This design comes from an exercise in tuning for small area and a short achievable clock period on the open sky130 flow, not from production work. Function was checked by simulation only, so behaviour that the tests miss may differ from the original. Power is estimated from default activity; no workload was simulated.

== the baseline ==
Design single_cycle, start of the top module:
module single_cycle (
    input  logic        i_clk,
    input  logic        i_reset,
    input  logic [31:0] i_io_sw,
    input  logic [31:0] i_inst,
    output logic [31:0] o_io_ledr,
    output logic [31:0] o_io_ledg,
    output logic [31:0] o_io_lcd,
    output logic [6:0]  o_io_hex0,
    output logic [6:0]  o_io_hex1,
    output logic [6:0]  o_io_hex2,
    output logic [6:0]  o_io_hex3,
    output logic [6:0]  o_io_hex4,
    output logic [6:0]  o_io_hex5,
    output logic [6:0]  o_io_hex6,
    output logic [6:0]  o_io_hex7,
    output logic [31:0] o_pc_debug,
    output logic        o_insn_vld
);
==> flow/config.mk <==
export PLATFORM = sky130hd
export DESIGN_NAME = single_cycle
export DESIGN_NICKNAME = single_cycle
export VERILOG_FILES = /design/flow/design.v
export SDC_FILE = /design/flow/constraint.sdc
export NUM_CORES = 4
export LEC_CHECK = 0
export CAP_MARGIN = 20
export CORE_MARGIN = 2
export CORE_UTILIZATION = 40
export CTS_BUF_LIST = sky130_fd_sc_hd__clkbuf_16
export CTS_CLUSTER_DIAMETER = 60
export CTS_CLUSTER_SIZE = 25
export SLEW_MARGIN = 20
export TNS_END_PERCENT = 0
==> flow/constraint.sdc <==
create_clock -name core_clock -period 33.0 [get_ports {i_clk}]
set_input_delay 6.6000 -clock core_clock [delete_from_list [all_inputs] [get_ports {i_clk}]]
set_output_delay 6.6000 -clock core_clock [all_outputs]
set_load 0.01 [all_outputs]
standard.sh (not shown) runs the stock make flow with config.mk's settings and CLKGATE_MAP_FILE= SYNTH_SCRIPT=/design/flow/synth_recipe.tcl, a recipe that flattens the netlist after the stock synthesis.
==> flow/flow/run.sh <==
#!/bin/bash
# The standard layout (standard.sh) with these differences:
#  - synthesis leaves full adders to ABC (ADDER_MAP_FILE empty), so ABC sees the multiplier's
#    carry-save tree as logic and maps the whole path for delay; registers are unchanged;
#  - every input and output port still gets its own buffer, but a buf_1 instead of a delay cell
#    (repair upsizes the ones on critical paths);
#  - CTS with clkbuf_16 leaves of at most 25 sinks, without dummy loads;
#  - repair_timing aims for more setup slack than the 33 ns clock needs (19 ns up to CTS,
#    18.9 ns after global routing), so critical paths get sized and buffered.
# The clock period and the SDC are the design's.
set -euo pipefail
CTS="-sink_clustering_enable -repair_clock_nets -dont_use_dummy_load -buf_list sky130_fd_sc_hd__clkbuf_16 -sink_clustering_size 25 -sink_clustering_max_diameter 60"
PORTS="-inputs -outputs -buffer_cell sky130_fd_sc_hd__buf_1"
bash standard.sh ADDER_MAP_FILE= "BUFFER_PORTS_ARGS=$PORTS" "CTS_ARGS=$CTS" SETUP_SLACK_MARGIN=19 cts > standard_flow_cts.log 2>&1
bash standard.sh ADDER_MAP_FILE= "BUFFER_PORTS_ARGS=$PORTS" "CTS_ARGS=$CTS" SETUP_SLACK_MARGIN=18.9 finish > standard_flow_finish.log 2>&1
[inputs] the candidate vs the baseline
==> flow/run.sh (new file) <==
#!/bin/bash
# synth_recipe.tcl (not shown) runs the flow's synth.tcl, then flattens the netlist and writes it again
# the make line also repeats each setting of config.mk as NAME=value (left out here)
make -C /OpenROAD-flow-scripts/flow DESIGN_CONFIG=/design/flow/config.mk WORK_HOME=/design/flow/orfs CLKGATE_MAP_FILE= SYNTH_SCRIPT=/design/flow/synth_recipe.tcl finish
-- flow/config.mk --
<<< the baseline, line 10
export CORE_UTILIZATION = 40
>>> the candidate, line 10
export CORE_UTILIZATION = 35
<<< the baseline, line 13
export CTS_CLUSTER_SIZE = 25
>>> the candidate, line 13
export CTS_CLUSTER_SIZE = 20
export SETUP_SLACK_MARGIN = 5
removed: flow/flow/run.sh
removed: flow/standard.sh
## What came out
- Between the candidate and the baseline, it is the candidate whose pin count of the biggest net entering global routing is lower, by 23.
- The candidate: maximum vdd drop about 53% below the baseline
- On minimum setup slack after placement, the candidate does worse than the baseline.
- Met2 track demand over resource, the baseline and the candidate: smaller value in the candidate
- The combinational power share reported for the candidate is greater than that of the baseline by 0.8 points.

[re-timing with driven ports]
Ports are ideal in the flow. The routed layouts listed here were re-timed in OpenROAD.
Step 1, drivers: a clkbuf_16 drives i_clk and a buf_2 each remaining input, both assumed.
Step 2 times the ports against the registers' clock, not the clock port: input delays grow and output delays shrink by t, the midpoint of the rising clock arrivals with the driver on.
Slacks: ideal ports / drivers / drivers and shift; pairs: ideal ports / drivers.
run	t (ns)	setup slack, ns	worst setup path after step 2
the baseline	0.996	18.453 / 18.522 / 17.526	input to register
the candidate	1.046	14.515 / 14.612 / 13.566	input to register
After both steps setup and hold are still met in every run listed. The setup slack of the candidate, which loses most, moves by +0.097 ns with the drivers and by -0.949 ns with both steps.
